From an optimization exercise on the open Yosys and OpenROAD flow, aimed at small area and few clock cycles; shortcuts taken in it are not production practice.
In this exercise RTL edits were held to simulation tests only and were not proved equivalent to the original.

==> flow/design.v (outline; a module is shown in full before it is edited, if it fits) <==
// module cv32e40p_clock_gate: 8 lines
// module cv32e41s_sffr: 18 lines
// module cv32e41s_sffs: 18 lines
// module cv32e41s_alert: 35 lines
// module cv32e41s_alignment_buffer: 400 lines
// module cv32e41s_alu: 139 lines
// module cv32e41s_alu_b_cpop: 12 lines
// module cv32e41s_b_decoder: 289 lines
// module cv32e41s_clic_int_controller: 74 lines
// module cv32e41s_compressed_decoder: 284 lines
// module cv32e41s_controller: 161 lines
// module cv32e41s_controller_bypass: 160 lines
// module cv32e41s_controller_fsm: 771 lines
// module cv32e41s_cs_registers: 2767 lines
// module cv32e41s_csr: 70 lines
// module cv32e41s_data_obi_interface: 78 lines
// module cv32e41s_debug_triggers: 337 lines
// module cv32e41s_decoder: 190 lines
// module cv32e41s_div: 169 lines
// module cv32e41s_dummy_instr: 103 lines
// module cv32e41s_ex_stage: 295 lines
// module cv32e41s_ff_one: 52 lines
// module cv32e41s_i_decoder: 303 lines
// module cv32e41s_id_stage: 466 lines
// module cv32e41s_if_stage: 428 lines
// module cv32e41s_incore: 807 lines
// module cv32e41s_instr_obi_interface: 123 lines
// module cv32e41s_int_controller: 56 lines
// module cv32e41s_lfsr: 39 lines
// module cv32e41s_load_store_unit: 480 lines
// module cv32e41s_lsu_response_filter: 95 lines
// module cv32e41s_m_decoder: 87 lines
// module cv32e41s_mpu_test: 210 lines
// module cv32e41s_mpu_test_data: 210 lines
// module cv32e41s_mult: 134 lines
// module cv32e41s_obi_integrity_fifo: 104 lines
// module cv32e41s_pc_check: 125 lines
// module cv32e41s_pc_target: 31 lines
// module cv32e41s_pma: 63 lines
// module cv32e41s_pmp: 189 lines
// module cv32e41s_pmp_walker_64: 238 lines
// module cv32e41s_prefetch_unit: 100 lines
// module cv32e41s_prefetcher: 82 lines
// module cv32e41s_rchk_check: 22 lines
// module cv32e41s_register_file: 74 lines
// module cv32e41s_register_file_ecc: 42 lines
// module cv32e41s_register_file_wrapper: 46 lines
// module cv32e41s_sequencer: 248 lines
// module cv32e41s_sleep_unit: 44 lines
// module cv32e41s_wb_stage: 80 lines
// module cv32e41s_wpt: 85 lines
// module cv32e41s_write_buffer: 63 lines
// module cv32e41s_xpmp: 143 lines
module cv32e41s_incore 
#(
  parameter                             LIB                                     = 0,
  parameter logic RV32                                    = RV32I,
  parameter logic [1:0] B_EXT                                   = B_NONE,
  parameter logic [1:0] M_EXT                                   = M,
  parameter bit                         DEBUG                                   = 1,
  parameter logic [31:0]                DM_REGION_START                         = 32'hF0000000,
  parameter logic [31:0]                DM_REGION_END                           = 32'hF0003FFF,
  parameter int                         DBG_NUM_TRIGGERS                        = 1,
  parameter int                         PMA_NUM_REGIONS                         = 0,
  parameter logic [PMA_NUM_REGIONS*68-1:0]                   PMA_CFG            = '0,
  parameter bit                         CLIC                                    = 0,
  parameter int unsigned                CLIC_ID_WIDTH                           = 5,
  parameter int unsigned                CLIC_INTTHRESHBITS                      = 8,
  parameter int unsigned                PMP_GRANULARITY                         = 0,
  parameter int                         PMP_NUM_REGIONS                         = 0,
  parameter logic [PMP_NUM_REGIONS*8-1:0]                   PMP_PMPNCFG_RV     = '0,
  parameter logic [PMP_NUM_REGIONS*32-1:0]                PMP_PMPADDR_RV     = '0,
  // ...
==> flow/flow/run.sh <==
#!/bin/bash
# Layout flow: the standard flow (standard synthesis, floorplan, placement, routing) with
# - clock tree synthesis without dummy loads, with larger sink clusters driven by
#   clkbuf_4/8/16 cells (fewer clock buffers),
# - the buffers placed on the ports made of the smallest buffer cell.
# Full tool output goes to flow_standard.log in the work folder (ORFS also keeps its
# per-step logs under orfs/logs/).
set -euo pipefail
export CTS_ARGS="-sink_clustering_enable -repair_clock_nets -dont_use_dummy_load -buf_list {sky130_fd_sc_hd__clkbuf_4 sky130_fd_sc_hd__clkbuf_8 sky130_fd_sc_hd__clkbuf_16} -sink_clustering_size 20 -sink_clustering_max_diameter 170"
export BUFFER_PORTS_ARGS="-buffer_cell sky130_fd_sc_hd__buf_1"
bash standard.sh finish > flow_standard.log 2>&1
==> flow/standard.sh <==
#!/bin/bash
# synth_recipe.tcl (not shown) runs the flow's synth.tcl, then flattens the netlist and writes it again
# the make line also repeats each setting of config.mk as NAME=value (left out here)
make -C /OpenROAD-flow-scripts/flow DESIGN_CONFIG=/design/flow/config.mk WORK_HOME=/design/flow/orfs CLKGATE_MAP_FILE= SYNTH_SCRIPT=/design/flow/synth_recipe.tcl "${@:-finish}"
==> flow/config.mk <==
export PLATFORM = sky130hd
export DESIGN_NAME = cv32e41s_incore
export DESIGN_NICKNAME = cv32e41s_incore
export VERILOG_FILES = /design/flow/design.v
export SDC_FILE = /design/flow/constraint.sdc
export NUM_CORES = 8
export LEC_CHECK = 0
export ABC_AREA = 1
export CAP_MARGIN = 25
export CORE_MARGIN = 2
export CORE_UTILIZATION = 40
export SLEW_MARGIN = 25
==> flow/constraint.sdc <==
create_clock -name core_clock -period 20.0 [get_ports {clk_i}]
set_input_delay 4.0000 -clock core_clock [delete_from_list [all_inputs] [get_ports {clk_i}]]
set_output_delay 4.0000 -clock core_clock [all_outputs]
set_load 0.01 [all_outputs]
==> summary.md, run 1 <==
| Metric | Value |
|---|---|
| Hold Path Class | `flop to flop` |
| Mapped Cells | `20240` |
| Antenna violation net count after detailed routing | `0` |
| Largest registers ranked by flip-flop count | `register_file_wrapper_i.register_file_i.mem_q: 992 flops, cs_registers_i.mhpmcounter_blk: 128 flops, if_stage_i.prefetch_unit_i.alignment_buffer_i.resp_q: 126 flops` |
| Clock edge transition at the registers on the reported setup and hold paths | `0.11 ns` |
| Uppermost routed layer | `met5` |
| Total wirelength of the detailed-routed design | `905100 um` |
| Synth-to-layout area growth | `7.464%` |
| Number of search-and-repair iterations in the first detailed-routing pass | `10` |
| Synthesis-stage register bit count | `2441` |
| Ports placed on the boundary | `747` |
| Area fraction in compound gates after synthesis | `23.51%` |
| Seq_cells | `2441` |
| Kind of start point of the critical path | `flop` |
| Global Route met2 Usage | `59.67%` |
| Place WS | `3.807 ns` |
| RR Endpoint | `ex_stage_i.div.div_i.remainder_q[9]` |
| M1 wire length | `347600 um` |
| Multi-input gates | `14300` |
| Count of final hold-check violations | `0` |
| Non-clock inverter total of the final layout | `2112` |
| Outcome | `no timing/DRC/antenna violations` |
| Hold Path Depth | `0` |
| Routed vias/inst | `6.463` |
Testbench counts, summed over its fixed seeds: cycles 1,166,485.
==> inputs of run 2 (changes only) <==
--- a/flow/flow/run.sh
+++ b/flow/flow/run.sh
@@ -1,4 +1,6 @@
 #!/bin/bash
 # Layout flow: the standard flow (standard synthesis, floorplan, placement, routing) with
+# - an area-oriented ABC script for the combinational mapping in synthesis (abc_area.script
+#   beside this file; the flip-flops are mapped as in the standard synthesis),
 # - clock tree synthesis without dummy loads, with larger sink clusters driven by
 #   clkbuf_4/8/16 cells (fewer clock buffers),
@@ -7,4 +9,8 @@
 # per-step logs under orfs/logs/).
 set -euo pipefail
+rm -rf orfs_scripts
+cp -r "$FLOW_HOME/scripts" orfs_scripts
+cp flow/abc_area.script orfs_scripts/abc_area.script
+export SCRIPTS_DIR="$PWD/orfs_scripts"
 export CTS_ARGS="-sink_clustering_enable -repair_clock_nets -dont_use_dummy_load -buf_list {sky130_fd_sc_hd__clkbuf_4 sky130_fd_sc_hd__clkbuf_8 sky130_fd_sc_hd__clkbuf_16} -sink_clustering_size 20 -sink_clustering_max_diameter 170"
 export BUFFER_PORTS_ARGS="-buffer_cell sky130_fd_sc_hd__buf_1"
==> flow/flow/abc_area.script (new file) <==
strash
&get -n
&fraig -x
&put
scorr
dc2
strash
&get -n
&dch -f
&nf -R 1000
&put
topo
stime -c
buffer -c
upsize -c
dnsize -c
==> run 2 against run 1 <==
Non-clock buffer count up 69; critical path depth grew 1; clock skew down 0.029 ns; synthesized cell count fell by 17%; first-iteration DRC count shrank 6.5%; area after synthesis shrank 3.6%; cell count fell by 14%; routed wire length is 11% lower; critical path type unchanged.
==> summary.md, run 2 <==
| Metric | Value |
|---|---|
| Element type at the critical path end | `primary output` |
| Pin slew with the least headroom to its limit | `1.297 ns` |
| Outcome | `no timing/DRC/antenna violations` |
| Count of final hold-check violations | `0 (unchanged)` |
| Remaining DRCs | `0` |
| Max_slew headroom | `12.62%` |
| Number of enable flip-flop cells after synthesis | `1486` |
| Most frequent cell after synthesis | `o21ai_0` |
| Kind of start point of the critical path | `flop` |
| Time the worst path needs with I/O delays and setup | `18.59 ns` |
| First-pass GRT wire length | `1094000 um` |
| Most frequent cells after synthesis | `o21ai_0 (1560), nand2_1 (1527), nor2_1 (1501), edfxtp_1 (1486), a21oi_1 (1353)` |
| R2r setup slk | `3.98 ns` |
| Launching point of the worst reg2reg path | `id_stage_i.id_ex_pipe_q[346]` |
| Final clock period utilization by the worst path | `92.95%` |
| RSZ-0062 raised after global routing | `false` |
| Share of async-settable or async-resettable flops after synthesis | `37.81%` |
| Core region area | `0.3997 sq mm` |
| Most used cells in the layout excluding fill and tap cells | `o21ai_0 (1543), nand2_1 (1517), edfxtp_1 (1486), nor2_1 (1456), a21oi_1 (1272)` |
| Number of buffers inserted during clock tree synthesis | `145` |
| DIE AREA | `0.4068 sq mm` |
| Main synth FF type | `edfxtp_1` |
| Routed vias/inst | `6.758 (+4.6%)` |
| # hold bufs at CTS | `0` |
| Number of instances resized during post-cts repair | `0` |
| DP Wirelength | `581700 um` |
| Number of distinct library cells after synthesis | `104` |
| Dominant cells by area after synthesis | `edfxtp_1 (28%), dfrtp_1 (14%), ha_1 (5.0%)` |
| Antenna violation net count after detailed routing | `0 (unchanged)` |
| Fraction of layout instances using a drive strength above 1 | `9.478%` |
| Number of global-route vias before repair | `134700` |
| Post-CTS setup buffer count | `0` |
| Mean area per synthesized cell | `9.610 sq um` |
| Setup violations, final | `0` |
| Setup clock skew after layout | `0.1396 ns` |
| Largest registers ranked by flip-flop count | `register_file_wrapper_i.register_file_i.mem_q: 992 flops, cs_registers_i.mhpmcounter_blk: 128 flops, if_stage_i.prefetch_unit_i.alignment_buffer_i.resp_q: 126 flops` |
| Count of H-tree levels built during CTS | `4` |
| Most common cell after layout, fill and taps aside | `o21ai_0` |
| DR iter-0 viols | `25170` |
| Synthesis-stage register bit count | `2441 (unchanged)` |
| Total of fill cells in the finished design | `38590` |
| Largest driver fanout on the critical path | `31` |
| Hold Path Class | `flop to flop` |
| Clock Latency Late Sink | `0.97 ns` |
| TritonCTS clock tree | `yes` |
| Synth area leader | `edfxtp_1` |
| Summed instance area of the synthesized netlist | `0.1607 sq mm` |
| Antenna violations before repair | `93` |
| Ports placed on the boundary | `747 (unchanged)` |
| Placed cell count | `21780` |
| Number of search-and-repair iterations in the first detailed-routing pass | `13 (+3)` |
| Setup TNS | `0 ns` |
| Synth-to-layout area growth | `8.053%` |
| Overall global routing resource usage | `37.97%` |
| Share of the yosys chip area belonging to registers | `42.57%` |
| Initial Utilization | `40.20%` |
| Detail-routed net length per standard cell | `36.48 um` |
| Clock root buffer | `clkbuf_16` |
| Largest net degree at the start of global routing | `157` |
| Reg with most FFs | `register_file_wrapper_i.register_file_i.mem_q` |
| Max reg flops | `992` |
| Floorplan row count | `232` |
| Via total after detailed routing | `148700` |
| Net count, final | `18040` |
| Max-cap viol count | `0` |
| Chip Width | `637.8 um` |
| Critical Path AT | `14.59 ns` |
| Total wirelength of the detailed-routed design | `802400 um (-11%)` |
| Gr ovfl total | `0` |
| Utilization of the core after routing | `43.44%` |
| Clock edge transition at the registers on the reported setup and hold paths | `0.10 ns (about the same)` |
| HP Start | `id_stage_i.dq_pc[17]` |
| Clock sink count | `2441` |
| Number of standard cells in the final layout excluding fillers | `22000` |
| Cell type of the slowest stage on the worst timing path | `a221oi_1` |
| Start-to-end type of the worst setup path | `flop to primary output` |
| Required time worst endpoint | `16.00 ns` |
| Die height | `637.8 um` |
| Port Buf Inserts | `484` |
| Setup crit start | `id_stage_i.id_ex_pipe_q[346]` |
| Max Fclk | `0.05379 GHz` |
| Mapped Cells | `16720 (-17%)` |
| Share of the synthesized area in the top cell type | `27.77%` |
| Yosys Warn Count | `347` |
| Maximum root-to-sink buffer count | `4` |
| Max-slew violation total from the final report | `0` |
| Last weighted congestion value of the routability-driven placer | `1.091` |
| CP dominant cell by count | `o21a_1` |
| Peak per-stage delay on the critical path | `0.73 ns` |
==> run 2: cell families after synthesis <==
group,Yosys count,synth area share [%]
AOI/OAI and AO/OA,5621,22.21
and+or+nand+nor,4120,11.14
DFF,2441,42.57
buffers and inverters,2105,5.363
adders and majority gates,934,8.665
muxes,761,6.042
xor gates and xnor gates,735,4.006
other,2,0.004674
==> run 2: critical path: cells and delay by family (launching register included) <==
family / cells / cell delay, ns
adders and majority gates: 1 / 0.34
and+or+nand+nor: 19 / 5.01
AOI/OAI and AO/OA: 28 / 5.72
DFF: 1 / 0.51
xor gates and xnor gates: 2 / 0.31
buffers and inverters: 4 / 1.13
muxes: 1 / 0.64
==> run 2: worst paths after layout <==
kind | end | depth (start not counted)
max reg2reg | flop | 63
min reg2reg | ex_stage_i.dq_pc[17] | 0
max | instr_req_o | 55
max in group asynchronous | cs_registers_i.mhpmcounter_blk[185] | 5
min in group asynchronous | asynchronous set/reset pin | 1
min | ex_stage_i.dq_pc[17] | 0
==> run 2: layout make-up <==
type	instances	area, sq um	area share, %
timing repair buffer	1156	7039	4.054
inverter	677	2549	1.468
tap	5265	6588	3.794
antenna	61	152.6	0.08792
sequential	2441	68440	39.42
multi-input combinational	12250	85220	49.09
clock buffer	145	3628	2.090
==> run 2: metal layers <==
metal  GRT usage [%]  up-vias  share of wire [%]
li1                -    61700                  -
met1           49.93    73390                 38
met2           53.72    11350                 41
met3           11.90     2175                 14
met4           24.57       48                8.0
met5          0.2600        -              0.076
==> run 2: metrics by stage <==
| step | worst slack [ns] | cell area (sq um) | hold WS, ns |
|---|---|---|---|
| CTS | 1.803 | 173300 | 0.4185 |
| floorplan | 3.857 | 161000 | 0.4211 |
| global placement | 2.749 | 169500 | 0.4305 |
| global route | 1.066 | 173500 | 0.4495 |
| detailed placement | 2.754 | 169600 | 0.4351 |
| finish | 1.411 | 173600 | 0.4173 |
==> inputs of run 3 (changes only) <==
==> flow/flow/abc_area.script (replaced) <==
strash
&get -n
&fraig -x
&put
scorr
dc2
strash
balance
rewrite
refactor
balance
rewrite
rewrite -z
balance
refactor -z
rewrite -z
balance
dc2
strash
dch -f
amap
topo
stime -c
buffer -c
upsize -c
dnsize -c
==> run 3 against run 2 <==
Clock-buffer cell count stayed put; global-route usage is 4.1 points higher; fmax is 2.0% lower; clock skew is 0.0060 ns higher; utilization is 0.15 points higher; die area is 1.5% lower; routed wire length is 9.3% higher.
==> summary.md, run 3 <==
| Metric | Value |
|---|---|
| Outcome | `no timing/DRC/antenna violations` |
| Synthesis-stage register bit count | `2441 (unchanged)` |
| Total wirelength of the detailed-routed design | `876600 um (+9.3%)` |
| Synth-to-layout area growth | `8.303%` |
| Critical Path AT | `14.97 ns (+0.38 ns)` |
| Synth area leader | `edfxtp_1` |
| Mux share of post-synthesis cell area | `0% (-6.0 points)` |
| Chip Width | `632.9 um (-0.77%)` |
| Setup clock skew after layout | `0.1456 ns (+0.005981 ns)` |
| Remaining DRCs | `0 (unchanged)` |
| Count of final hold-check violations | `0 (unchanged)` |
| Time the worst path needs with I/O delays and setup | `18.97 ns (+0.3844 ns)` |
| Clock Latency Late Sink | `0.98 ns (about the same)` |
| Hold Path Class | `flop to flop` |
| Share of the synthesized area in the top cell type | `28.21% (+0.43 points)` |
| Final clock period utilization by the worst path | `94.87% (+1.9 points)` |
| Max-cap viol count | `0 (unchanged)` |
| R2r setup slk | `3.69 ns (-0.29 ns)` |
| Ports placed on the boundary | `747 (unchanged)` |
| Share of async-settable or async-resettable flops after synthesis | `37.81% (unchanged)` |
| Mapped Cells | `17360 (+3.8%)` |
| Start-to-end type of the worst setup path | `flop to primary output` |
| Largest registers ranked by flip-flop count | `register_file_wrapper_i.register_file_i.mem_q: 992 flops, cs_registers_i.mhpmcounter_blk: 128 flops, if_stage_i.prefetch_unit_i.alignment_buffer_i.resp_q: 126 flops` |
| Most frequent cell after synthesis | `nor2_1` |
| Share of synthesized cell area in and, or, nand and nor gates | `11.90% (+0.76 points)` |
| Max_slew headroom | `14.94% (+2.3 points)` |
| Reg2reg path depth | `79 (+25%)` |
| Max Fclk | `0.05270 GHz (-2.0%)` |
| Yosys Warn Count | `347 (unchanged)` |
| Port Buf Inserts | `484 (unchanged)` |
| Antenna violation net count after detailed routing | `0 (unchanged)` |
| Die height | `632.9 um (-0.77%)` |
| Number of buffers inserted during clock tree synthesis | `145 (unchanged)` |
| Antenna violations before repair | `96 (+3.2%)` |
| Post-CTS setup buffer count | `0 (unchanged)` |
| Mean area per synthesized cell | `9.115 sq um (-5.2%)` |
| Via total after detailed routing | `157600 (+6.0%)` |
| Dominant combinational cell family by area after synthesis | `compound AO/OA/AOI/OAI gates` |
| Max-slew violation total from the final report | `0 (unchanged)` |
| TritonCTS clock tree | `yes` |
| Summed instance area of the synthesized netlist | `0.1582 sq mm (-1.5%)` |
| Largest net degree at the start of global routing | `142 (-9.6%)` |
| Required time worst endpoint | `16.00 ns (about the same)` |
| Reg with most FFs | `register_file_wrapper_i.register_file_i.mem_q` |
| Max reg flops | `992 (unchanged)` |
| Dominant cells by area after synthesis | `edfxtp_1 (28%), dfrtp_1 (14%), o22ai_1 (5.0%)` |
| CP Capture Point | `instr_req_o` |
| Cell type of the slowest stage on the worst timing path | `nor4b_1` |
| Kind of start point of the critical path | `flop` |
| Fraction of layout instances using a drive strength above 1 | `8.267% (-1.2 points)` |
| DR iter-0 viols | `28330 (+13%)` |
| Core region area | `0.3931 sq mm (-1.7%)` |
| Post-synthesis share of cell area spent on xor and xnor gates | `0.09412% (-3.9 points)` |
| RSZ-0062 raised after global routing | `false` |
| Net count, final | `18670 (+3.5%)` |
| Largest driver fanout on the critical path | `20 (-35%)` |
| CP dominant cell by count | `o21ai_2` |
| Most used cells in the layout excluding fill and tap cells | `nor2_1 (1786), nand2_1 (1594), inv_1 (1495), edfxtp_1 (1486), o22ai_1 (1226)` |
| Routed vias/inst | `6.980 (+3.3%)` |
| Clock root buffer | `clkbuf_16` |
| Setup violations, final | `0 (unchanged)` |
| First-pass GRT wire length | `1185000 um (+8.3%)` |
| Number of search-and-repair iterations in the first detailed-routing pass | `15 (+2)` |
| # hold bufs at CTS | `0 (unchanged)` |
| Last weighted congestion value of the routability-driven placer | `1.083 (-0.80%)` |
| Share of the yosys chip area belonging to registers | `43.24% (+0.67 points)` |
| Most frequent cells after synthesis | `nor2_1 (1874), nand2_1 (1597), inv_1 (1514), edfxtp_1 (1486), o22ai_1 (1275)` |
| Number of distinct library cells after synthesis | `92 (-12%)` |
| Pin slew with the least headroom to its limit | `1.263 ns (-0.03434 ns)` |
| Gr ovfl total | `0 (unchanged)` |
| Overall global routing resource usage | `42.11% (+4.1 points)` |
| Number of instances resized during post-cts repair | `0 (unchanged)` |
| Detail-routed net length per standard cell | `38.83 um (+6.5%)` |
| Setup TNS | `0 ns (unchanged)` |
| RR Endpoint | `if_stage_i.if_id_pipe_q[142]` |
| Initial Utilization | `40.24% (+0.046 points)` |
| Element type at the critical path end | `primary output` |
| Arithmetic-cell share of the synthesized area counting full adders, half adders and majority gates | `8.801% (+0.14 points)` |
| Most common cell after layout, fill and taps aside | `nor2_1` |
| Setup crit start | `id_stage_i.id_ex_pipe_q[346]` |
| Count of H-tree levels built during CTS | `4 (unchanged)` |
| Floorplan row count | `230 (-0.86%)` |
| DP Wirelength | `638800 um (+9.8%)` |
| Maximum root-to-sink buffer count | `4 (unchanged)` |
| Number of enable flip-flop cells after synthesis | `1486 (unchanged)` |
| Clock edge transition at the registers on the reported setup and hold paths | `0.10 ns (about the same)` |
| Number of global-route vias before repair | `143300 (+6.3%)` |
| Area fraction in compound gates after synthesis | `28.26% (+6.0 points)` |
| Clock sink count | `2441 (unchanged)` |
| Launching point of the worst reg2reg path | `id_stage_i.dq_alu_operand_b[2]` |
| Peak per-stage delay on the critical path | `0.58 ns (-0.15 ns)` |
| DIE AREA | `0.4006 sq mm (-1.5%)` |
| Main synth FF type | `edfxtp_1` |
==> run 3: logic make-up after synthesis <==
logic type | after synthesis
AO/OA/AOI/OAI | 6453
AND/OR/NAND/NOR | 4460
buffers and inverters | 3050
flip-flops | 2441
adder cells (fa/ha/maj) | 934
XOR/XNOR | 17
other | 2
==> run 3: metrics by stage <==
step | hold WS [ns] | setup WS (ns) | utilization (%) | cells | instance area, sq um
2_1_floorplan | 0.4262 | 5.307 | - | 17440 | 158500
3_5_place_dp | 0.4371 | 2.223 | 42.57 | 22360 | 167300
6_report | 0.4486 | 1.026 | 43.59 | 22580 | 171300
4_1_cts | 0.4396 | 1.203 | 43.49 | 22510 | 171000
5_1_grt | 0.4568 | 0.3004 | 43.55 | 22530 | 171200
3_3_place_gp | 0.4291 | 2.413 | 42.51 | 22350 | 167100
==> run 3: area by class of cell <==
type	count	area [sq um]
Inverter	1597	6030
Fill cell	38690	221800
Antenna cell	59	147.6
Tap cell	5220	6531
Timing Repair Buffer	1169	7193
Sequential cell	2441	68430
Clock buffer	145	3628
Multi-Input combinational cell	11950	79380
==> run 3: routing by layer <==
metal / track usage, % / routed length [um] / up-vias
li1: - / - / 65090
met1: 54.51 / 328200 / 77920
met2: 60.34 / 360500 / 12210
met3: 13.26 / 117800 / 2341
met4: 27.57 / 69750 / 30
met5: 0.2778 / 330 / -
==> run 3: how the worst min path moves through the flow <==
stage / startpoint / end / depth (start not counted)
floorplan: id_stage_i.dq_pc[10] / ex_stage_i.dq_pc[10] / 0
global placement: id_stage_i.dq_pc[30] / ex_stage_i.dq_pc[30] / 0
detailed placement: id_stage_i.dq_pc[10] / ex_stage_i.dq_pc[10] / 0
CTS: id_stage_i.dq_pc[13] / ex_stage_i.dq_pc[13] / 0
global route: id_stage_i.dq_pc[13] / ex_stage_i.dq_pc[13] / 0
finish: id_stage_i.dq_pc[13] / ex_stage_i.dq_pc[13] / 0
==> run 3: critical path: cells and delay by family (launching register included) <==
kind / cells / cell delay [ns]
buffers and inverters: 9 / 2.06
and+or+nand+nor: 23 / 3.63
AOI/OAI and AO/OA: 38 / 7.59
adders and majority gates: 1 / 0.26
DFF: 1 / 0.44
==> inputs of run 4 (changes only) <==
--- a/flow/flow/run.sh
+++ b/flow/flow/run.sh
@@ -1,5 +1,5 @@
 #!/bin/bash
 # Layout flow: the standard flow (standard synthesis, floorplan, placement, routing) with
-# - an area-oriented ABC script for the combinational mapping in synthesis (abc_area.script
+# - an area-oriented ABC script (with a time-limited &deepsyn pass) for the combinational mapping in synthesis (abc_area.script
 #   beside this file; the flip-flops are mapped as in the standard synthesis),
 # - clock tree synthesis without dummy loads, with larger sink clusters driven by
--- a/flow/flow/abc_area.script
+++ b/flow/flow/abc_area.script
@@ -18,4 +18,8 @@
 dc2
 strash
+&get -n
+&deepsyn -T 180
+&put
+strash
 dch -f
 amap
==> run 4 against run 3 <==
Still clean on timing, DRC and antenna; clock-buffer cell count shrank 1; sequential share of layout area grew 0.97 points; sequential cell count is the same; worst hold slack gained 0.0077 ns; setup slack gained 0.15 ns; cell area shrank 2.4%; non-clock buffer count grew 28; critical path type unchanged.
==> summary.md, run 4 <==
| Metric | Value |
|---|---|
| Most frequent cells after synthesis | `nor2_1 (2119), inv_1 (1779), edfxtp_1 (1486), o22ai_1 (1138), a21oi_1 (955)` |
| Buffers & Inverters on Critical Path | `9 (unchanged)` |
| Remaining DRCs | `0 (unchanged)` |
| Max reg flops | `992 (unchanged)` |
| Overall global routing resource usage | `44.99% (+2.9 points)` |
| Largest registers ranked by flip-flop count | `register_file_wrapper_i.register_file_i.mem_q: 992 flops, cs_registers_i.mhpmcounter_blk: 128 flops, if_stage_i.prefetch_unit_i.alignment_buffer_i.resp_q: 126 flops` |
| Number of enable flip-flop cells after synthesis | `1486 (unchanged)` |
| Ports placed on the boundary | `747 (unchanged)` |
| Number of instances resized during post-cts repair | `0 (unchanged)` |
| Mean area per synthesized cell | `9.400 sq um (+3.1%)` |
| Time the worst path needs with I/O delays and setup | `18.83 ns (-0.1455 ns)` |
| Net count, final | `17960 (-3.8%)` |
| Worst path top cell family by delay | `compound AO/OA/AOI/OAI gates` |
| CP dominant cell by count | `nor2_1` |
| Summed instance area of the synthesized netlist | `0.1534 sq mm (-3.1%)` |
| Share of the yosys chip area belonging to registers | `44.60% (+1.4 points)` |
| Antenna violation net count after detailed routing | `0 (unchanged)` |
| Max Fclk | `0.05311 GHz (+0.77%)` |
| Critical Path AT | `14.83 ns (-0.14 ns)` |
| Antenna violations before repair | `106 (+10%)` |
| Element type at the critical path end | `primary output` |
| Dominant cells by area after synthesis | `edfxtp_1 (29%), dfrtp_1 (15%), ha_1 (5.2%)` |
| Most frequent cell after synthesis | `nor2_1` |
| Kind of start point of the critical path | `flop` |
| Gr ovfl total | `0 (unchanged)` |
| Yosys Warn Count | `347 (unchanged)` |
| Cell type of the slowest stage on the worst timing path | `a31oi_1` |
| First-pass GRT wire length | `1214000 um (+2.4%)` |
| Outcome | `no timing/DRC/antenna violations` |
| Most common cell after layout, fill and taps aside | `nor2_1` |
| Largest net degree at the start of global routing | `154 (+8.5%)` |
| Number of buffers inserted during clock tree synthesis | `144 (-0.69%)` |
| Main synth FF type | `edfxtp_1` |
| Core region area | `0.3820 sq mm (-2.8%)` |
| Share of the synthesized area in the top cell type | `29.09% (+0.89 points)` |
| Setup TNS | `0 ns (unchanged)` |
| RSZ-0062 raised after global routing | `false` |
| Required time worst endpoint | `16.00 ns (about the same)` |
| Reg with most FFs | `register_file_wrapper_i.register_file_i.mem_q` |
| Number of distinct library cells after synthesis | `124 (+35%)` |
| Peak per-stage delay on the critical path | `0.71 ns (+0.13 ns)` |
| Final clock period utilization by the worst path | `94.14% (-0.73 points)` |
| Synth area leader | `edfxtp_1` |
| Start-to-end type of the worst setup path | `flop to primary output` |
| Share of async-settable or async-resettable flops after synthesis | `37.81% (unchanged)` |
| Floorplan row count | `227 (-1.3%)` |
| Synthesis-stage register bit count | `2441 (unchanged)` |
| Count of H-tree levels built during CTS | `4 (unchanged)` |
| Mapped Cells | `16320 (-6.0%)` |
| Routed vias/inst | `7.223 (+3.5%)` |
| Die height | `623.2 um (-1.5%)` |
| Synth-to-layout area growth | `9.019%` |
| Count of final hold-check violations | `0 (unchanged)` |
| Max_slew headroom | `9.881% (-5.1 points)` |
| Utilization of the core after routing | `43.77% (+0.18 points)` |
| DP Wirelength | `663100 um (+3.8%)` |
| Number of global-route vias before repair | `141200 (-1.4%)` |
| Maximum root-to-sink buffer count | `4 (unchanged)` |
| Pin slew with the least headroom to its limit | `1.331 ns (+0.06813 ns)` |
| Max-slew violation total from the final report | `0 (unchanged)` |
| TritonCTS clock tree | `yes` |
| Detail-routed net length per standard cell | `41.96 um (+8.1%)` |
| Clock root buffer | `clkbuf_16` |
| Hold Path Class | `flop to flop` |
| Most used cells in the layout excluding fill and tap cells | `nor2_1 (2016), inv_1 (1772), edfxtp_1 (1486), o22ai_1 (1111), a21oi_1 (926)` |
| Setup clock skew after layout | `0.1316 ns (-0.01396 ns)` |
| Setup violations, final | `0 (unchanged)` |
| Chip Width | `623.2 um (-1.5%)` |
| DR iter-0 viols | `34080 (+20%)` |
| Port Buf Inserts | `484 (unchanged)` |
| Clock Latency Late Sink | `0.97 ns (about the same)` |
| Initial Utilization | `40.15% (-0.095 points)` |
| Number of search-and-repair iterations in the first detailed-routing pass | `14 (-1)` |
| DIE AREA | `0.3884 sq mm (-3.0%)` |
| Post-CTS setup buffer count | `0 (unchanged)` |
| Clock sink count | `2441 (unchanged)` |
| Max-cap viol count | `0 (unchanged)` |
| Last weighted congestion value of the routability-driven placer | `1.115 (+3.0%)` |
| Largest driver fanout on the critical path | `25 (+25%)` |
| Via total after detailed routing | `156900 (-0.47%)` |
| Clock edge transition at the registers on the reported setup and hold paths | `0.10 ns (about the same)` |
| Total wirelength of the detailed-routed design | `911100 um (+3.9%)` |
| # hold bufs at CTS | `0 (unchanged)` |
| Fraction of layout instances using a drive strength above 1 | `8.270% (about the same)` |
run 4: cell types whose count changed in the layout (fill, tap and decap cells not counted), sizes merged, moves of 64 or more:
cell and delta:
nor2 +248, a32oi -70, nand2 -678, a211oi +114, o22ai -144, o21ai -192, a31oi -139, o221ai -179
o32ai -64, inv +266, a222oi +205, a2111oi +85, o22a -205, nand3 -78
run 4: cells by family (layout without fill, tap and decap cells):
family	Yosys count	count (layout)	share of synthesized area (%)
flip-flops	2441	2441	44.60
AO/OA/AOI/OAI	5848	5848	26.65
XOR/XNOR	30	30	0.1713
other	2	167	0.004897
AND/OR/NAND/NOR	4014	4014	11.28
buffers and inverters	3048	3243	8.224
adder cells (fa/ha/maj)	934	934	9.078
run 4: layout make-up:
cell class,count,area [sq um]
tap,5038,6304
antenna,86,215.2
inverter,1902,7181
multi-input combinational,10910,74100
fill,37480,214800
timing repair buffer,1197,7397
sequential,2441,68410
clock buffer,144,3603
run 4: per-layer routing:
layer / share of wire (%) / up-vias / GRT usage, % / wire (um)
met1: 35 / 76580 / 56.07 / 319900
li1: - / 61710 / - / -
met2: 39 / 15040 / 61.92 / 358900
met3: 16 / 3459 / 18.66 / 145200
met5: 0.090 / - / 0.6297 / 824
met4: 9.5 / 70 / 33.10 / 86240
run 4: worst paths after layout:
kind	from	endpoint	slack, ns	depth (start not counted)
min	id_stage_i.dq_pc[22]	ex_stage_i.dq_pc[22]	0.46	0
max in group asynchronous	rst_ni	if_stage_i.if_id_pipe_q[156]	13.63	4
min reg2reg	id_stage_i.dq_pc[22]	ex_stage_i.dq_pc[22]	0.46	0
max	if_stage_i.if_id_pipe_q[149]	instr_reqpar_o	1.17	67
max reg2reg	id_stage_i.dq_alu_operand_b[2]	if_stage_i.if_id_pipe_q[164]	2.21	87
min in group asynchronous	rst_ni	cs_registers_i.mhpmcounter_blk[43]	3.20	1
run 4: through the flow:
stage / cell area [sq um] / std cells / worst slack [ns] / hold slack [ns]
detailed placement: 163200 / 21470 / 2.746 / 0.4335
floorplan: 153700 / 16400 / 4.437 / 0.4264
global placement: 162800 / 21460 / 2.542 / 0.4300
CTS: 166800 / 21620 / 1.764 / 0.4515
finish: 167200 / 21720 / 1.172 / 0.4563
global route: 167000 / 21640 / 0.4012 / 0.4594
==> inputs of run 5 (changes only) <==
--- a/flow/flow/abc_area.script
+++ b/flow/flow/abc_area.script
@@ -19,5 +19,5 @@
 strash
 &get -n
-&deepsyn -T 180
+&deepsyn -T 600
 &put
 strash
==> run 5 against run 4 <==
Via count shrank 0.84%; first-iteration DRC count grew 0.21%; sequential share of layout area grew 0.17 points; die area shrank 0.54%; routed wire length grew 0.19%; fmax shrank 3.2%; critical path type unchanged.
==> summary.md, run 5 <==
| Metric | Value |
|---|---|
| Main synth FF type | `edfxtp_1` |
| Required time worst endpoint | `16.00 ns (about the same)` |
| Port Buf Inserts | `484 (unchanged)` |
| Antenna violations before repair | `107 (+0.94%)` |
| Via total after detailed routing | `155500 (-0.84%)` |
| Most frequent cell after synthesis | `nor2_1` |
| Dominant cells by area after synthesis | `edfxtp_1 (29%), dfrtp_1 (15%), ha_1 (5.2%)` |
| Number of gates on the worst path with buffers counted | `74 (+10%)` |
| Clock edge transition at the registers on the reported setup and hold paths | `0.11 ns (about the same)` |
| First-pass GRT wire length | `1217000 um (+0.21%)` |
| Largest registers ranked by flip-flop count | `register_file_wrapper_i.register_file_i.mem_q: 992 flops, cs_registers_i.mhpmcounter_blk: 128 flops, if_stage_i.prefetch_unit_i.alignment_buffer_i.resp_q: 126 flops` |
| Core region area | `0.3792 sq mm (-0.74%)` |
| Routed vias/inst | `7.180 (-0.59%)` |
| Final clock period utilization by the worst path | `97.25% (+3.1 points)` |
| Share of the synthesized area in the top cell type | `29.25% (+0.16 points)` |
| RSZ-0062 raised after global routing | `false` |
| Clock sink count | `2441 (unchanged)` |
| Maximum root-to-sink buffer count | `4 (unchanged)` |
| Share of async-settable or async-resettable flops after synthesis | `37.81% (unchanged)` |
| Largest net degree at the start of global routing | `141 (-8.4%)` |
| Cell type of the slowest stage on the worst timing path | `a31oi_4` |
| Max-cap viol count | `0 (unchanged)` |
| Fraction of layout instances using a drive strength above 1 | `8.322% (+0.052 points)` |
| Total wirelength of the detailed-routed design | `912800 um (+0.19%)` |
| Yosys Warn Count | `347 (unchanged)` |
| Time the worst path needs with I/O delays and setup | `19.45 ns (+0.6222 ns)` |
| TritonCTS clock tree | `yes` |
| Clock root buffer | `clkbuf_16` |
| Max Fclk | `0.05141 GHz (-3.2%)` |
| Max_slew headroom | `9.413% (-0.47 points)` |
| Mapped Cells | `16260 (-0.32%)` |
| Setup TNS | `0 ns (unchanged)` |
| Setup crit start | `if_stage_i.if_id_pipe_q[151]` |
| Outcome | `no timing/DRC/antenna violations` |
| CP dominant cell by count | `nor2_1` |
| Summed instance area of the synthesized netlist | `0.1525 sq mm (-0.55%)` |
| DP Wirelength | `666600 um (+0.53%)` |
| Number of buffers inserted during clock tree synthesis | `146 (+1.4%)` |
| Setup clock skew after layout | `0.1718 ns (+0.04015 ns)` |
| Count of final hold-check violations | `0 (unchanged)` |
| Max reg flops | `992 (unchanged)` |
| Antenna violation net count after detailed routing | `0 (unchanged)` |
| Overall global routing resource usage | `45.28% (+0.29 points)` |
| Number of standard cells in the final layout excluding fillers | `21660 (-0.25%)` |
| Most used cells in the layout excluding fill and tap cells | `nor2_1 (1939), inv_1 (1783), edfxtp_1 (1486), a21oi_1 (1039), o22ai_1 (999)` |
| Kind of start point of the critical path | `flop` |
| Buffers & Inverters on Critical Path | `13 (+4)` |
| Clock Latency Late Sink | `1.01 ns (+0.04 ns)` |
| Launching point of the worst reg2reg path | `id_stage_i.dq_alu_operand_b[2]` |
| Worst path top cell family by delay | `compound AO/OA/AOI/OAI gates` |
| Last weighted congestion value of the routability-driven placer | `1.097 (-1.6%)` |
| RR Endpoint | `id_stage_i.id_ex_pipe_q[243]` |
| Reg with most FFs | `register_file_wrapper_i.register_file_i.mem_q` |
| Number of enable flip-flop cells after synthesis | `1486 (unchanged)` |
| Largest driver fanout on the critical path | `15 (-40%)` |
| Setup violations, final | `0 (unchanged)` |
| Number of search-and-repair iterations in the first detailed-routing pass | `13 (-1)` |
| Most frequent cells after synthesis | `nor2_1 (2047), inv_1 (1795), edfxtp_1 (1486), a21oi_1 (1058), o22ai_1 (1017)` |
| Net count, final | `17940 (-0.11%)` |
| Share of the yosys chip area belonging to registers | `44.84% (+0.25 points)` |
| Synthesis-stage register bit count | `2441 (unchanged)` |
| Remaining DRCs | `0 (unchanged)` |
| # hold bufs at CTS | `0 (unchanged)` |
| CP Capture Point | `instr_reqpar_o` |
| Ports placed on the boundary | `747 (unchanged)` |
| Number of global-route vias before repair | `140000 (-0.87%)` |
| Total of fill cells in the finished design | `37170 (-0.81%)` |
| Number of distinct library cells after synthesis | `112 (-9.7%)` |
| Start-to-end type of the worst setup path | `flop to primary output` |
| Pin slew with the least headroom to its limit | `1.359 ns (+0.02805 ns)` |
| Final worst-path setup slack | `0.5497 ns (-0.6222 ns)` |
| Chip Width | `621.5 um (-0.27%)` |
| Place WS | `1.747 ns (-0.9987 ns)` |
| Peak per-stage delay on the critical path | `0.61 ns (-0.10 ns)` |
| Floorplan row count | `226 (-0.44%)` |
| Hold Path Class | `flop to flop` |
| DR iter-0 viols | `34150 (+0.21%)` |
| Reg2reg path depth | `88 (+1.1%)` |
| Critical Path AT | `15.45 ns (+0.62 ns)` |
| R2r setup slk | `1.84 ns (-0.37 ns)` |
| Most common cell after layout, fill and taps aside | `nor2_1` |
| Detail-routed net length per standard cell | `42.14 um (+0.44%)` |
| Count of H-tree levels built during CTS | `4 (unchanged)` |
| Synth area leader | `edfxtp_1` |
| Initial Utilization | `40.23% (+0.077 points)` |
| Element type at the critical path end | `primary output` |
| DIE AREA | `0.3863 sq mm (-0.54%)` |
| Max-slew violation total from the final report | `0 (unchanged)` |
| Mean area per synthesized cell | `9.379 sq um (-0.22%)` |
| Placed cell count | `21420 (-0.23%)` |
| Synth-to-layout area growth | `9.177%` |
| Gr ovfl total | `0 (unchanged)` |
| Die height | `621.5 um (-0.27%)` |
run 5: cell types whose count changed after synthesis, sizes merged, moves of 22 or more:
cell / before / now
o22a: 149 / 103
nor2: 2138 / 2071
and3: 82 / 54
o21ai: 969 / 1069
a21oi: 965 / 1071
o22ai: 1140 / 1018
a211oi: 175 / 119
a22oi: 291 / 266
nand2: 920 / 1004
clkbuf: 875 / 843
a222oi: 483 / 505
a2111oi: 198 / 162
a221oi: 292 / 369
run 5: worst min-delay path by stage:
stage                                     from                    to  slack, ns  cells after the start
after floorplan           id_stage_i.dq_pc[15]  ex_stage_i.dq_pc[15]       0.43                      0
after global placement    id_stage_i.dq_pc[28]  ex_stage_i.dq_pc[28]       0.43                      0
after detailed placement   id_stage_i.dq_pc[3]   ex_stage_i.dq_pc[3]       0.43                      0
after CTS                 id_stage_i.dq_pc[19]  ex_stage_i.dq_pc[19]       0.46                      0
after global routing       id_stage_i.dq_pc[6]   ex_stage_i.dq_pc[6]       0.47                      0
final                      id_stage_i.dq_pc[3]   ex_stage_i.dq_pc[3]       0.43                      0
run 5: worst reg2reg max path, delay by kind of cell, from the launching register on:
kind            cells  cell delay, ns
flops               1            0.82
fa+ha+maj           2            0.68
buf+inv            12            2.62
compound gates     45            8.87
simple gates       29            5.05
run 5: cells by family (layout without fill, tap and decap cells):
| family | count (synthesis) | count (layout) | synth area share (%) |
|---|---|---|---|
| compound gates | 5836 | 5836 | 26.58 |
| simple gates | 3992 | 3992 | 11.18 |
| buf+inv | 3038 | 3266 | 8.145 |
| flops | 2441 | 2441 | 44.84 |
| fa+ha+maj | 934 | 934 | 9.128 |
| xor+xnor | 21 | 21 | 0.1206 |
| other cells | 2 | 155 | 0.004923 |
run 5: timing repair:
action,4_1_cts,5_1_grt
gates resized for setup,0,5
endpoints found under the setup margin,0,3
setup buffers,0,0
run 5: cell type report:
type	instances	area [sq um]	share of cell area, %
sequential	2441	68410	41.08
inverter	1932	7291	4.378
multi-input combinational	10860	73380	44.06
antenna	74	185.2	0.1112
timing repair buffer	1188	7340	4.407
tap	5016	6276	3.769
clock buffer	146	3654	2.194
run 5: stage by stage:
step	hold WS (ns)	instance area, sq um	utilization, %
detailed placement	0.4329	162300	42.81
global route	0.4669	166400	43.87
floorplan	0.4262	152800	-
CTS	0.4567	166000	43.78
global placement	0.4288	162100	42.75
finish	0.4342	166500	43.92
run 5: metal layers:
metal	up-vias	GRT usage (%)	wire [um]
li1	61540	-	-
met3	3369	17.00	137700
met2	14340	62.78	362600
met1	76240	57.73	329600
met5	-	0.4939	657
met4	52	32.03	82260
==> inputs of run 6 (changes only) <==
--- a/flow/flow/abc_area.script
+++ b/flow/flow/abc_area.script
@@ -19,5 +19,5 @@
 strash
 &get -n
-&deepsyn -T 600
+&deepsyn -T 1200
 &put
 strash
==> run 6 against run 5 <==
First-iteration DRC count stayed put; setup slack stayed put; area after synthesis stayed put; cell count stayed put; critical path type unchanged; still clean on timing, DRC and antenna; sequential cell count stayed put.
==> summary.md, run 6 <==
| Metric | Value |
|---|---|
| Outcome | `no timing/DRC/antenna violations` |
| Yosys Warn Count | `347 (unchanged)` |
| Chip Width | `621.5 um (unchanged)` |
| Last weighted congestion value of the routability-driven placer | `1.097 (unchanged)` |
| HP Start | `id_stage_i.dq_pc[3]` |
| Launching point of the worst reg2reg path | `id_stage_i.dq_alu_operand_b[2]` |
| Start-to-end type of the worst setup path | `flop to primary output` |
| Ports placed on the boundary | `747 (unchanged)` |
| Count of final hold-check violations | `0 (unchanged)` |
| Synth area leader | `edfxtp_1` |
| Setup clock skew after layout | `0.1718 ns (unchanged)` |
| Gr ovfl total | `0 (unchanged)` |
| # hold bufs at CTS | `0 (unchanged)` |
| RSZ-0062 raised after global routing | `false` |
| Antenna violation net count after detailed routing | `0 (unchanged)` |
| Hold slack final | `0.4342 ns (unchanged)` |
| Most used cells in the layout excluding fill and tap cells | `nor2_1 (1939), inv_1 (1783), edfxtp_1 (1486), a21oi_1 (1039), o22ai_1 (999)` |
| Final clock period utilization by the worst path | `97.25% (unchanged)` |
| Die height | `621.5 um (unchanged)` |
| Area of the multi-input gates | `0.07338 sq mm (unchanged)` |
| Total of fill cells in the finished design | `37170 (unchanged)` |
| Critical Path AT | `15.45 ns (about the same)` |
| Clock root buffer | `clkbuf_16` |
| Pin slew with the least headroom to its limit | `1.359 ns (unchanged)` |
| Max reg flops | `992 (unchanged)` |
| Max-slew violation total from the final report | `0 (unchanged)` |
| Buffers & Inverters on Critical Path | `13 (unchanged)` |
| Largest net degree at the start of global routing | `141 (unchanged)` |
| Remaining DRCs | `0 (unchanged)` |
| Fraction of layout instances using a drive strength above 1 | `8.322% (unchanged)` |
| Max Fclk | `0.05141 GHz (unchanged)` |
| DR iter-0 viols | `34150 (unchanged)` |
| Hold EP | `ex_stage_i.dq_pc[3]` |
| Share of the synthesized area in the top cell type | `29.25% (unchanged)` |
| Clock sink count | `2441 (unchanged)` |
| CP dominant cell by count | `nor2_1` |
| Number of enable flip-flop cells after synthesis | `1486 (unchanged)` |
| Number of instances resized during post-cts repair | `0 (unchanged)` |
| Top Usage Layer GRT | `met2` |
| RR Endpoint | `id_stage_i.id_ex_pipe_q[243]` |
| Most common cell after layout, fill and taps aside | `nor2_1` |
| Share of the yosys chip area belonging to registers | `44.84% (unchanged)` |
| Overall global routing resource usage | `45.28% (unchanged)` |
| Number of search-and-repair iterations in the first detailed-routing pass | `13 (unchanged)` |
| Largest registers ranked by flip-flop count | `register_file_wrapper_i.register_file_i.mem_q: 992 flops, cs_registers_i.mhpmcounter_blk: 128 flops, if_stage_i.prefetch_unit_i.alignment_buffer_i.resp_q: 126 flops` |
| Post-CTS setup buffer count | `0 (unchanged)` |
| DIE AREA | `0.3863 sq mm (unchanged)` |
| Hold Path Class | `flop to flop` |
| TritonCTS clock tree | `yes` |
| Required time worst endpoint | `16.00 ns (about the same)` |
| Setup violations, final | `0 (unchanged)` |
| Clock Latency Late Sink | `1.01 ns (about the same)` |
| Number of distinct library cells after synthesis | `112 (unchanged)` |
| Detail-routed net length per standard cell | `42.14 um (unchanged)` |
| Via total after detailed routing | `155500 (unchanged)` |
| Antenna violations before repair | `107 (unchanged)` |
| Dominant cells by area after synthesis | `edfxtp_1 (29%), dfrtp_1 (15%), ha_1 (5.2%)` |
| Share of async-settable or async-resettable flops after synthesis | `37.81% (unchanged)` |
| Area of all sequential standard cells | `0.06841 sq mm (unchanged)` |
| Total wirelength of the detailed-routed design | `912800 um (unchanged)` |
| Reg2reg path depth | `88 (unchanged)` |
| Synth-to-layout area growth | `9.177% (unchanged)` |
| Port Buf Inserts | `484 (unchanged)` |
| Most frequent cell after synthesis | `nor2_1` |
| Max-cap viol count | `0 (unchanged)` |
| Time the worst path needs with I/O delays and setup | `19.45 ns (unchanged)` |
| Number of buffers inserted during clock tree synthesis | `146 (unchanged)` |
| R2r setup slk | `1.84 ns (about the same)` |
| First-pass GRT wire length | `1217000 um (unchanged)` |
| Most frequent cells after synthesis | `nor2_1 (2047), inv_1 (1795), edfxtp_1 (1486), a21oi_1 (1058), o22ai_1 (1017)` |
| Net count, final | `17940 (unchanged)` |
| Synthesis-stage register bit count | `2441 (unchanged)` |
| Number of global-route vias before repair | `140000 (unchanged)` |
| Mapped Cells | `16260 (unchanged)` |
| Global Route met2 Usage | `62.78% (unchanged)` |
| Summed instance area of the synthesized netlist | `0.1525 sq mm (unchanged)` |
| Hold Path Depth | `0 (unchanged)` |
| Kind of start point of the critical path | `flop` |
| Core region area | `0.3792 sq mm (unchanged)` |
| DP Wirelength | `666600 um (unchanged)` |
| Count of H-tree levels built during CTS | `4 (unchanged)` |
| Cell type of the slowest stage on the worst timing path | `a31oi_4` |
| Global routing met3 resource utilization | `17.00% (unchanged)` |
| Worst path top cell family by delay | `compound AO/OA/AOI/OAI gates` |
| Setup TNS | `0 ns (unchanged)` |
| Met1 usage in global routing | `57.73% (unchanged)` |
| Max_slew headroom | `9.413% (unchanged)` |
| Mean area per synthesized cell | `9.379 sq um (unchanged)` |
| Element type at the critical path end | `primary output` |
| Floorplan row count | `226 (unchanged)` |
| Routed vias/inst | `7.180 (unchanged)` |
| Largest driver fanout on the critical path | `15 (unchanged)` |
| Clock edge transition at the registers on the reported setup and hold paths | `0.11 ns (about the same)` |
| Reg with most FFs | `register_file_wrapper_i.register_file_i.mem_q` |
| Main synth FF type | `edfxtp_1` |
| Peak per-stage delay on the critical path | `0.61 ns (about the same)` |
| Maximum root-to-sink buffer count | `4 (unchanged)` |
| Setup crit start | `if_stage_i.if_id_pipe_q[151]` |
| Initial Utilization | `40.23% (unchanged)` |
==> run 6: cell counts in the layout (fill, tap and decap cells not counted) <==
No cell type changed its count.
==> run 6: worst max-delay path by stage <==
stage / slack (ns) / to / cells past startpoint
2_1_floorplan: 4.79 / ex_stage_i.div.div_i.remainder_q[0] / 41
3_3_place_gp: 1.70 / instr_reqpar_o / 74
4_1_cts: 0.72 / instr_reqpar_o / 74
6_report: 0.55 / instr_reqpar_o / 74
3_5_place_dp: 1.75 / instr_reqpar_o / 74
5_1_grt: 0.01 / instr_reqpar_o / 73
==> run 6: metrics by stage <==
stage	instance area, sq um	std cells	utilization [%]	worst slack (ns)
6_report	166500	21660	43.92	0.5497
2_1_floorplan	152800	16340	-	4.791
4_1_cts	166000	21570	43.78	0.7154
5_1_grt	166400	21600	43.87	0.01017
3_5_place_dp	162300	21420	42.81	1.747
3_3_place_gp	162100	21410	42.75	1.702
==> run 6: logic make-up (layout without fill, tap and decap cells) <==
family                   after synthesis  after routing  share of synthesized area (%)
other                                  2            155                       0.004923
XOR/XNOR                              21             21                         0.1206
buffers and inverters               3038           3266                          8.145
adder cells (fa/ha/maj)              934            934                          9.128
AND/OR/NAND/NOR                     3992           3992                          11.18
flip-flops                          2441           2441                          44.84
AO/OA/AOI/OAI                       5836           5836                          26.58
==> run 6: layout make-up <==
cell class              instances  share of cell area (%)
multi-input cells           10860                   44.06
flip-flops and latches       2441                   41.08
repair buffers               1188                   4.407
inverters                    1932                   4.378
well taps                    5016                   3.769
clock buffers                 146                   2.194
diodes                         74                  0.1112
==> run 6: per-layer routing <==
metal | vias to the layer above | part of all wire [%]
met5 | - | 0.072
met4 | 52 | 9.0
met3 | 3369 | 15
met2 | 14340 | 40
met1 | 76240 | 36
li1 | 61540 | -
==> inputs of run 7 (changes only) <==
--- a/flow/flow/run.sh
+++ b/flow/flow/run.sh
@@ -2,5 +2,6 @@
 # Layout flow: the standard flow (standard synthesis, floorplan, placement, routing) with
 # - an area-oriented ABC script (with a time-limited &deepsyn pass) for the combinational mapping in synthesis (abc_area.script
-#   beside this file; the flip-flops are mapped as in the standard synthesis),
+#   beside this file; the flip-flops are mapped as in the standard synthesis), with the
+#   full/half adders left to ABC instead of the library's adder cells (ADDER_MAP_FILE empty),
 # - clock tree synthesis without dummy loads, with larger sink clusters driven by
 #   clkbuf_4/8/16 cells (fewer clock buffers),
@@ -13,4 +14,5 @@
 cp flow/abc_area.script orfs_scripts/abc_area.script
 export SCRIPTS_DIR="$PWD/orfs_scripts"
+export ADDER_MAP_FILE=
 export CTS_ARGS="-sink_clustering_enable -repair_clock_nets -dont_use_dummy_load -buf_list {sky130_fd_sc_hd__clkbuf_4 sky130_fd_sc_hd__clkbuf_8 sky130_fd_sc_hd__clkbuf_16} -sink_clustering_size 20 -sink_clustering_max_diameter 170"
 export BUFFER_PORTS_ARGS="-buffer_cell sky130_fd_sc_hd__buf_1"
--- a/flow/flow/abc_area.script
+++ b/flow/flow/abc_area.script
@@ -19,5 +19,5 @@
 strash
 &get -n
-&deepsyn -T 1200
+&deepsyn -T 180
 &put
 strash
--- a/flow/config.mk
+++ b/flow/config.mk
@@ -10,3 +10,4 @@
 export CORE_MARGIN = 2
 export CORE_UTILIZATION = 40
+export SETUP_SLACK_MARGIN = 3.0
 export SLEW_MARGIN = 25
==> run 7 against run 6 <==
Die area decreased by 2.7%; setup slack got worse by 0.088 ns; clock skew increased by 0.034 ns; first-iteration DRC count decreased by 8.7%; synthesized cell count increased by 6.2%; cell count increased by 6.2%; sequential cell count unchanged; critical endpoint is now instr_req_o.
==> summary.md, run 7 <==
| Metric | Value |
|---|---|
| Outcome | `no timing/DRC/antenna violations` |
| Share of async-settable or async-resettable flops after synthesis | `37.81% (unchanged)` |
| Largest registers ranked by flip-flop count | `register_file_wrapper_i.register_file_i.mem_q: 992 flops, cs_registers_i.mhpmcounter_blk: 128 flops, if_stage_i.prefetch_unit_i.alignment_buffer_i.resp_q: 126 flops` |
| Number of global-route vias before repair | `143700 (+2.7%)` |
| Hold Path Class | `flop to flop` |
| Count of final hold-check violations | `0 (unchanged)` |
| Mean area per synthesized cell | `8.584 sq um (-8.5%)` |
| Setup clock skew after layout | `0.2061 ns (+0.03438 ns)` |
| Time the worst path needs with I/O delays and setup | `19.54 ns (+0.08759 ns)` |
| Cell type of the slowest stage on the worst timing path | `a221o_4` |
| Total of fill cells in the finished design | `36570 (-1.6%)` |
| Count of H-tree levels built during CTS | `4 (unchanged)` |
| Remaining DRCs | `0 (unchanged)` |
| Clock edge transition at the registers on the reported setup and hold paths | `0.10 ns (about the same)` |
| Placed cell count | `22520 (+5.1%)` |
| Utilization of the core after routing | `45.41% (+1.5 points)` |
| Synthesis-stage register bit count | `2441 (unchanged)` |
| # hold bufs at CTS | `0 (unchanged)` |
| Clock sink count | `2441 (unchanged)` |
| Gr ovfl total | `0 (unchanged)` |
| Peak per-stage delay on the critical path | `0.59 ns (-0.02 ns)` |
| Reg with most FFs | `register_file_wrapper_i.register_file_i.mem_q` |
| Yosys Warn Count | `347 (unchanged)` |
| Max Fclk | `0.05118 GHz (-0.45%)` |
| Number of enable flip-flop cells after synthesis | `1486 (unchanged)` |
| Last weighted congestion value of the routability-driven placer | `1.177 (+7.3%)` |
| Most frequent cell after synthesis | `nor2_1` |
| Share of the yosys chip area belonging to registers | `46.11% (+1.3 points)` |
| Element type at the critical path end | `primary output` |
| Total wirelength of the detailed-routed design | `948000 um (+3.9%)` |
| Number of search-and-repair iterations in the first detailed-routing pass | `14 (+1)` |
| Number of standard cells in the final layout excluding fillers | `23010 (+6.2%)` |
| Number of distinct library cells after synthesis | `119 (+6.3%)` |
| Detail-routed net length per standard cell | `41.19 um (-2.2%)` |
| Initial Utilization | `40.19% (-0.041 points)` |
| Pin slew with the least headroom to its limit | `1.330 ns (-0.02909 ns)` |
| Place WS | `-0.08123 ns (-1.829 ns)` |
| DIE AREA | `0.3757 sq mm (-2.7%)` |
| Most common cell after layout, fill and taps aside | `nor2_1` |
| Critical Path AT | `15.54 ns (+0.09 ns)` |
| Number of buffers inserted during clock tree synthesis | `144 (-1.4%)` |
| Routed vias/inst | `7.064 (-1.6%)` |
| Final clock period utilization by the worst path | `97.69% (+0.44 points)` |
| DR iter-0 viols | `31180 (-8.7%)` |
| Antenna violations before repair | `110 (+2.8%)` |
| Largest net degree at the start of global routing | `146 (+3.5%)` |
| Ports placed on the boundary | `747 (unchanged)` |
| Max reg flops | `992 (unchanged)` |
| Clock root buffer | `clkbuf_16` |
| CP dominant cell by count | `o21ai_2` |
| Final worst-path setup slack | `0.4621 ns (-0.08759 ns)` |
| Core region area | `0.3691 sq mm (-2.7%)` |
| Most used cells in the layout excluding fill and tap cells | `nor2_1 (2544), inv_1 (1666), edfxtp_1 (1486), nand2_1 (1323), a21oi_1 (1251)` |
| Max-cap viol count | `0 (unchanged)` |
| Die height | `613.0 um (-1.4%)` |
| First-pass GRT wire length | `1254000 um (+3.1%)` |
| Area of all sequential standard cells | `0.06841 sq mm (about the same)` |
| Net count, final | `18390 (+2.5%)` |
| Synth-to-layout area growth | `13.01%` |
| Dominant cells by area after synthesis | `edfxtp_1 (30%), dfrtp_1 (15%), nor2_1 (6.8%)` |
| Antenna violation net count after detailed routing | `0 (unchanged)` |
| Clock Latency Late Sink | `1.02 ns (about the same)` |
| Setup violations, final | `0 (unchanged)` |
| Hold slack final | `0.3933 ns (-0.04094 ns)` |
| Summed instance area of the synthesized netlist | `0.1483 sq mm (-2.8%)` |
| Maximum root-to-sink buffer count | `4 (unchanged)` |
| Floorplan row count | `223 (-1.3%)` |
| Fraction of layout instances using a drive strength above 1 | `12.38% (+4.1 points)` |
| TritonCTS clock tree | `yes` |
| Synth area leader | `edfxtp_1` |
| Main synth FF type | `edfxtp_1` |
| Share of the synthesized area in the top cell type | `30.08% (+0.83 points)` |
| Max-slew violation total from the final report | `0 (unchanged)` |
| Setup TNS | `0 ns (unchanged)` |
| RSZ-0062 raised after global routing | `true` |
| DP Wirelength | `697300 um (+4.6%)` |
| Port Buf Inserts | `484 (unchanged)` |
| Mapped Cells | `17280 (+6.2%)` |
| Most frequent cells after synthesis | `nor2_1 (2695), inv_1 (1710), edfxtp_1 (1486), nand2_1 (1333), a21oi_1 (1310)` |
| Start-to-end type of the worst setup path | `flop to primary output` |
| Max_slew headroom | `10.53% (+1.1 points)` |
| Chip Width | `613.0 um (-1.4%)` |
| Via total after detailed routing | `162600 (+4.5%)` |
| Largest driver fanout on the critical path | `16 (+1)` |
| Kind of start point of the critical path | `flop` |
| Required time worst endpoint | `16.00 ns (about the same)` |
| Overall global routing resource usage | `48.63% (+3.3 points)` |
| Area of the multi-input gates | `0.07138 sq mm (-2.7%)` |
[run 7: final timing paths]
kind,start,slack [ns],endpoint,depth (start not counted)
max,id_stage_i.dq_alu_operand_a[1],0.46,instr_req_o,103
min,id_stage_i.dq_pc[21],0.39,ex_stage_i.dq_pc[21],0
max reg2reg,id_stage_i.dq_alu_operand_a[1],0.50,flop,125
min reg2reg,id_stage_i.dq_pc[21],0.39,ex_stage_i.dq_pc[21],0
max in group asynchronous,rst_ni,13.70,ex_stage_i.mul.mult_i.mulh_acc[0],5
min in group asynchronous,rst_ni,2.96,load_store_unit_i.rdata_q[29],1
[run 7: cell families (layout without fill, tap and decap cells)]
family	after synthesis	after routing	synth area share, %
buf+inv	2963	3552	8.379
compound gates	6656	6656	30.39
flops	2441	2441	46.11
xor+xnor	18	18	0.1063
simple gates	5200	5204	15.01
other cells	2	191	0.005063
[run 7: per-stage QoR]
stage / cell area, sq um
2_1_floorplan: 148700
6_report: 167600
3_5_place_dp: 159200
3_3_place_gp: 159000
4_1_cts: 165100
5_1_grt: 167400
[run 7: layer usage]
| layer | up-vias | track usage (%) | routed length, um |
|---|---|---|---|
| met3 | 3889 | 17.97 | 132700 |
| met4 | 50 | 46.00 | 112900 |
| met2 | 14330 | 68.77 | 382800 |
| met5 | - | 0.1550 | 411 |
| li1 | 65880 | - | - |
| met1 | 78400 | 56.51 | 319200 |
[run 7: area by class of cell]
type                       count  share of cell area, %
clock buffer                 144                  2.150
inverter                    1839                  4.179
tap                         4950                  3.695
sequential                  2441                  40.81
timing repair buffer        1569                  6.417
multi-input combinational  11960                  42.58
antenna                      110                 0.1642
[run 7: repair_timing]
item,4_1_cts,5_1_grt
setup buffers,113,105
pin swaps,75,125
resized for setup,294,302
hold endpoints to repair,0,0
endpoints found under the setup margin,57,73
cloned,6,1
[run 7: critical path: cells and delay by family, from the launching register on]
family,cells,cell delay (ns)
compound gates,53,8.39
buf+inv,34,3.84
simple gates,16,1.79
flops,1,0.49

what the ideal ports hide:
No port has a modelled driver above. Below, the same layouts with a new extraction and two added sets of constraints.
Step 1 sets driving cells, clkbuf_16 on the clock port and buf_2 on the other inputs (assumed; they add their load-dependent delay and slew).
Step 2 times the ports against the registers' clock, not the clock port: input delays grow and output delays shrink by t, the midpoint of the rising clock arrivals with the driver on.
a / b / c = ideal ports / drivers / drivers and shift; a / b = the first two.
| run | t, ns | setup slack, ns | worst hold slack (ns) | worst setup path at the end | clock arrival spread, ns |
|---|---|---|---|---|---|
| run 1 | 1.041 | 3.157 / 3.028 / 3.384 | 0.456 / 0.456 / 0.456 | input to output | 0.169 / 0.169 |
| run 2 | 1.017 | 1.411 / 1.295 / 2.312 | 0.417 / 0.417 / 0.417 | register to output | 0.140 / 0.140 |
| run 3 | 1.021 | 1.026 / 0.911 / 1.932 | 0.449 / 0.449 / 0.449 | register to output | 0.146 / 0.146 |
| run 4 | 1.015 | 1.172 / 1.055 / 2.070 | 0.456 / 0.456 / 0.456 | register to output | 0.154 / 0.154 |
| run 5 | 1.022 | 0.550 / 0.455 / 1.476 | 0.434 / 0.434 / 0.434 | register to output | 0.185 / 0.185 |
| run 6 | 1.022 | 0.550 / 0.455 / 1.476 | 0.434 / 0.434 / 0.434 | register to output | 0.185 / 0.185 |
| run 7 | 1.029 | 0.462 / 0.346 / 0.498 | 0.393 / 0.393 / 0.393 | register to register | 0.206 / 0.206 |
After both steps every run listed still meets setup and hold.
